From an optimization exercise on the open Yosys and OpenROAD flow, aimed at small area and a short achievable clock period; shortcuts taken in it are not production practice. The RTL was checked by simulation tests, not by an equivalence proof against the original design. Power and IR drop assume default switching activity.

## alu
module alu #(
    parameter INST_W = 4,
    parameter INT_W  = 6,
    parameter FRAC_W = 10,
    parameter DATA_W = INT_W + FRAC_W
)(
    input                      i_clk,
    input                      i_rst_n,
    input                      i_in_valid,
    output                     o_busy,
    input         [INST_W-1:0] i_inst,
    input  signed [DATA_W-1:0] i_data_a,
    input  signed [DATA_W-1:0] i_data_b,
    output                     o_out_valid,
    output        [DATA_W-1:0] o_data
);
    reg busy_r;      
    reg ovalid_r;
    always @(posedge i_clk or negedge i_rst_n) begin
        if (!i_rst_n) begin
            busy_r   <= 1'b0;
            ovalid_r <= 1'b0;
        end else begin
            busy_r   <= i_in_valid;
            ovalid_r <= busy_r;
        end
    end
    assign o_busy      = busy_r;
    assign o_out_valid = ovalid_r;
    wire [3:0]  op = i_inst;
    wire [15:0] a  = i_data_a;
    wire [15:0] b  = i_data_b;
    wire op_add = (op == 4'd0);
    wire op_sub = (op == 4'd1);
    wire op_mul = (op == 4'd2);
    wire op_acc = (op == 4'd3);
    wire op_sp  = (op == 4'd4);
    wire op_xor = (op == 4'd5);
  ...
==> flow/config.mk <==
export PLATFORM = sky130hd
export DESIGN_NAME = alu
export DESIGN_NICKNAME = alu
export VERILOG_FILES = /design/flow/design.v
export SDC_FILE = /design/flow/constraint.sdc
export NUM_CORES = 4
export LEC_CHECK = 0
export ABC_CLOCK_PERIOD_IN_PS = 3500
export CAP_MARGIN = 20
export CORE_MARGIN = 2
export CORE_UTILIZATION = 50
export CTS_BUF_LIST = sky130_fd_sc_hd__clkbuf_8
export SETUP_SLACK_MARGIN = 5
export SLEW_MARGIN = 20
==> flow/constraint.sdc <==
create_clock -name core_clock -period 8.5 [get_ports {i_clk}]
set_input_delay 1.7000 -clock core_clock [delete_from_list [all_inputs] [get_ports {i_clk}]]
set_output_delay 1.7000 -clock core_clock [all_outputs]
set_load 0.01 [all_outputs]
standard.sh (not shown) runs the stock make flow with config.mk's settings and CLKGATE_MAP_FILE= SYNTH_SCRIPT=/design/flow/synth_recipe.tcl, a recipe that flattens the netlist after the stock synthesis.
==> flow/flow/run.sh <==
#!/bin/bash
# The standard layout (the standard.sh, all ORFS steps to finish), with one
# change: the port buffers are made as buf_2 cells instead of the slow delay
# buffer ORFS's port buffering picks by default. The tools' full output goes
# to flow_standard.log.
set -euo pipefail
bash standard.sh BUFFER_PORTS_ARGS="-buffer_cell sky130_fd_sc_hd__buf_2" finish > flow_standard.log 2>&1
Next try:
ABC_AREA = 1   (was default)
ABC_CLOCK_PERIOD_IN_PS = default   (was 3500)
CORE_UTILIZATION = 55   (was 50)
The new run finished with timing, DRC and antenna clean.
Non-clock buffer count is lower by 14.
Cell count went up by 17%.
Global-route usage grows by 4.9 points.
Design area climbs by 2.1%.
Wire length increases by 9.7%.
Next try:
==> flow/run.sh (new file) <==
#!/bin/bash
# synth_recipe.tcl (not shown) runs the flow's synth.tcl, then flattens the netlist and writes it again
# the make line also repeats each setting of config.mk as NAME=value (left out here)
make -C /OpenROAD-flow-scripts/flow DESIGN_CONFIG=/design/flow/config.mk WORK_HOME=/design/flow/orfs CLKGATE_MAP_FILE= SYNTH_SCRIPT=/design/flow/synth_recipe.tcl finish
ABC_AREA = default   (was 1)
ABC_CLOCK_PERIOD_IN_PS = 3500   (was default)
CORE_UTILIZATION = 58   (was 55)
removed: flow/flow/run.sh
removed: flow/standard.sh
- The new run finished clean
- power drops by a few percent
- clock skew went down by 0.015 ns
- via count falls by roughly a tenth
- final area barely changes
- utilization grows by 5.3 points
- synthesized cell count falls by about a fifth
- sequential share of layout area rose by 0.11 points
- flip-flop and latch count is unchanged
- worst setup slack got worse by 0.22 ns
- fmax went down by a few percent
- global-route usage came out higher by 0.57 points
Next try:
==> flow/flow/run.sh (new file) <==
#!/bin/bash
# The standard layout (the standard.sh, all ORFS steps to finish), with one
# change: the port buffers are made as buf_2 cells instead of the slow delay
# buffer ORFS's port buffering picks by default. The tools' full output goes
# to flow_standard.log.
set -euo pipefail
bash standard.sh BUFFER_PORTS_ARGS="-buffer_cell sky130_fd_sc_hd__buf_2" finish > flow_standard.log 2>&1
==> flow/standard.sh (new file) <==
#!/bin/bash
# synth_recipe.tcl (not shown) runs the flow's synth.tcl, then flattens the netlist and writes it again
# the make line also repeats each setting of config.mk as NAME=value (left out here)
make -C /OpenROAD-flow-scripts/flow DESIGN_CONFIG=/design/flow/config.mk WORK_HOME=/design/flow/orfs CLKGATE_MAP_FILE= SYNTH_SCRIPT=/design/flow/synth_recipe.tcl "${@:-finish}"
SETUP_SLACK_MARGIN = 4.8   (was 5)
removed: flow/run.sh
Outcome:
- cell count decreases by a few percent
- sequential power stays flat
- via count decreases by a few percent
- routed wire length decreases by a few percent
- cell area decreases by a few percent
- setup slack got worse by 0.11 ns
- synthesized cell count is unchanged
- global-route usage decreases by 1.3 points
- die area does not change

alu again, from the RTL that the note above started with.
clock: 8.5 ns
lec_check: 0
abc_clock_period_in_ps: 3500
cap_margin: 20
core_margin: 2
core_utilization: 50
cts_buf_list: sky130_fd_sc_hd__clkbuf_8
setup_slack_margin: 5
slew_margin: 20
run.sh (not shown) runs the stock make flow with config.mk's settings and CLKGATE_MAP_FILE= SYNTH_SCRIPT=/design/flow/synth_recipe.tcl, a recipe that flattens the netlist after the stock synthesis.
Stock flow here: none of the scripts above is used.
The baseline finished clean.
Rerun with:
==> flow/flow/run.sh (new file) <==
#!/bin/bash
# The standard layout (the standard.sh, all ORFS steps to finish), with one
# change: the port buffers are made as buf_2 cells instead of the slow delay
# buffer ORFS's port buffering picks by default. The tools' full output goes
# to flow_standard.log.
set -euo pipefail
bash standard.sh BUFFER_PORTS_ARGS="-buffer_cell sky130_fd_sc_hd__buf_2" finish > flow_standard.log 2>&1
==> flow/standard.sh (new file) <==
#!/bin/bash
# synth_recipe.tcl (not shown) runs the flow's synth.tcl, then flattens the netlist and writes it again
# the make line also repeats each setting of config.mk as NAME=value (left out here)
make -C /OpenROAD-flow-scripts/flow DESIGN_CONFIG=/design/flow/config.mk WORK_HOME=/design/flow/orfs CLKGATE_MAP_FILE= SYNTH_SCRIPT=/design/flow/synth_recipe.tcl "${@:-finish}"
- ABC_AREA: unset -> 1
- ABC_CLOCK_PERIOD_IN_PS: 3500 -> unset
- SETUP_SLACK_MARGIN: 5 -> 4.8
- TNS_END_PERCENT: unset -> 20
removed: flow/run.sh
What happened:
- routed wire length is higher by about 8%
- die area rises by about 3.8%
- area after synthesis came out higher by 3.8%
- global-route usage came out higher by 1.9 points
- via count goes up by 10%
- final cell count grows by 16%
- cell area falls by about 2.4%
- register-to-register slack gains 0.08 ns
- hold slack is worse by 0.0097 ns
- worst setup slack loses 0.23 ns

== ember ==
alu again, from the RTL that the note above started with.
clock: 8.5 ns
lec_check: 0
abc_area: 1
cap_margin: 20
core_margin: 2
core_utilization: 50
cts_buf_list: sky130_fd_sc_hd__clkbuf_8
setup_slack_margin: 5
slew_margin: 20
standard.sh (not shown) runs the stock make flow with config.mk's settings and CLKGATE_MAP_FILE= SYNTH_SCRIPT=/design/flow/synth_recipe.tcl, a recipe that flattens the netlist after the stock synthesis.
==> flow/flow/run.sh <==
#!/bin/bash
# The standard layout (the standard.sh, all ORFS steps to finish), with one
# change: the port buffers are made as buf_2 cells instead of the slow delay
# buffer ORFS's port buffering picks by default. The tools' full output goes
# to flow_standard.log.
set -euo pipefail
bash standard.sh BUFFER_PORTS_ARGS="-buffer_cell sky130_fd_sc_hd__buf_2" finish > flow_standard.log 2>&1
ember: flow completed, timing, DRC and antenna clean
#### Input delta (zinc over ember)
- ABC_AREA no longer set, was 1
- CTS_BUF_LIST no longer set, was sky130_fd_sc_hd__clkbuf_8
- ABC_CLOCK_PERIOD_IN_PS now 3500, previously not set
==> flow/run.sh (new file) <==
#!/bin/bash
# synth_recipe.tcl (not shown) runs the flow's synth.tcl, then flattens the netlist and writes it again
# the make line also repeats each setting of config.mk as NAME=value (left out here)
make -C /OpenROAD-flow-scripts/flow DESIGN_CONFIG=/design/flow/config.mk WORK_HOME=/design/flow/orfs CLKGATE_MAP_FILE= SYNTH_SCRIPT=/design/flow/synth_recipe.tcl finish
removed: flow/flow/run.sh
removed: flow/standard.sh
### Flow results
- zinc ran to completion and came out clean on the timing, design-rule and antenna checks.
- Global-route wire length before repair for zinc: 9.4% down relative to ember
- Taking ember as the reference, in zinc antenna diode instance count dropped 3, worst hold slack climbed 0.022 ns, final clock skew dropped 0.0075 ns.
- NOTE: core area in zinc falls short of that of ember
- For the cell count, zinc came in about 16% lower than ember did.
- Routed wire length down 9.7 mm in zinc wrt ember
- Fmax: zinc below ember
Changes in nickel relative to zinc:
- SETUP_SLACK_MARGIN changed from 5 to 4.8
- ABC_AREA newly set to 1
- ABC_CLOCK_PERIOD_IN_PS removed (was 3500)
- CTS_BUF_LIST newly set to sky130_fd_sc_hd__clkbuf_8
### Flow results
Synthesized cell count went up by more than 10% going from zinc to nickel.
nickel went all the way through synthesis, placement and routing and the layout is clean on timing, DRC and antenna.
zinc → nickel: total standard cell area after synthesis moved up, max-capacitance violation count closely matched the old numbers.
Largest family of logic cells by synthesized area: compound AO/OA/AOI/OAI gates -> zinc, simple AND/OR/NAND/NOR gates -> nickel
Clock latency on the worst-skew pair is higher on nickel
> inputs changed (nickel -> indigo)
- CORE_UTILIZATION changed from 50 to 58
- ABC_AREA removed (was 1)
- TNS_END_PERCENT newly set to 10
- ABC_CLOCK_PERIOD_IN_PS newly set to 3500
==> flow/flow/run.sh (new file) <==
#!/bin/bash
# The standard layout (the standard.sh, all ORFS steps to finish), with one
# change: the port buffers are made as buf_2 cells instead of the slow delay
# buffer ORFS's port buffering picks by default. The tools' full output goes
# to flow_standard.log.
set -euo pipefail
bash standard.sh BUFFER_PORTS_ARGS="-buffer_cell sky130_fd_sc_hd__buf_2" finish > flow_standard.log 2>&1
==> flow/standard.sh (new file) <==
#!/bin/bash
# synth_recipe.tcl (not shown) runs the flow's synth.tcl, then flattens the netlist and writes it again
# the make line also repeats each setting of config.mk as NAME=value (left out here)
make -C /OpenROAD-flow-scripts/flow DESIGN_CONFIG=/design/flow/config.mk WORK_HOME=/design/flow/orfs CLKGATE_MAP_FILE= SYNTH_SCRIPT=/design/flow/synth_recipe.tcl "${@:-finish}"
removed: flow/run.sh
Results
Of nickel and indigo, the run reporting the higher count of non-CTS inverters in the layout was nickel.
Y dimension of the die was lower in indigo than in nickel.
Looking at startpoint of the worst setup timing path, the mr[56] result is from indigo; the i_inst[3] one comes from nickel.
Detailed-routed wire length on met3 was higher in nickel than in indigo.
Compared with nickel, indigo ends up with less cell area.
Compare nickel and indigo | clock skew lower: nickel
Of nickel and indigo, nickel shows the lower detailed-route wire length per cell, with indigo above it.

-- afterwards: timing with drivers on the ports --
In the flow no input, the clock included, has a driving cell. The finished layouts below were timed again as built, in two steps.
Step 1 assumes that a clkbuf_16 drives the clock port and a buf_2 every other input.
Step 2 adds t to the input delays and takes it off the output delays; t is the mean of the earliest and latest rising clock arrival at the registers after step 1. Input paths then give back, and output paths get back, about the clock's delay inside the block.
a / b / c = no drivers / after step 1 / after step 2; a / b = the first two.
run | shift t [ns] | setup WS [ns] | latest minus earliest clock arrival (ns) | worst register clock-pin slew, ns | worst data-port slew with drivers (ns)
the first run of note 1 | 0.734 | 4.672 / 4.672 / 4.270 | 0.043 / 0.042 | 0.07 / 0.07 | 0.12
the second run of note 1 | 0.767 | 4.973 / 4.928 / 4.161 | 0.062 / 0.062 | 0.08 / 0.08 | 0.11
the third run of note 1 | 0.730 | 4.754 / 4.754 / 4.239 | 0.043 / 0.043 | 0.07 / 0.07 | 0.11
the fourth run of note 1 | 0.748 | 4.646 / 4.646 / 4.116 | 0.045 / 0.045 | 0.07 / 0.07 | 0.11
the first run of note 2 | 0.750 | 4.776 / 4.776 / 4.231 | 0.044 / 0.044 | 0.07 / 0.07 | 0.11
the second run of note 2 | 0.762 | 4.550 / 4.587 / 3.824 | 0.055 / 0.055 | 0.08 / 0.08 | 0.10
ember | 0.738 | 4.971 / 4.903 / 4.165 | 0.044 / 0.045 | 0.07 / 0.07 | 0.18
zinc | 0.666 | 4.762 / 4.762 / 4.264 | 0.040 / 0.040 | 0.07 / 0.07 | 0.14
nickel | 0.744 | 4.791 / 4.814 / 4.070 | 0.032 / 0.032 | 0.07 / 0.07 | 0.13
indigo | 0.731 | 4.578 / 4.578 / 4.011 | 0.046 / 0.046 | 0.07 / 0.07 | 0.11
After both steps setup and hold are still met in every run listed. For the second run of note 1, which loses most, drivers alone change the setup slack by -0.045 ns; drivers and shift together by -0.812 ns.
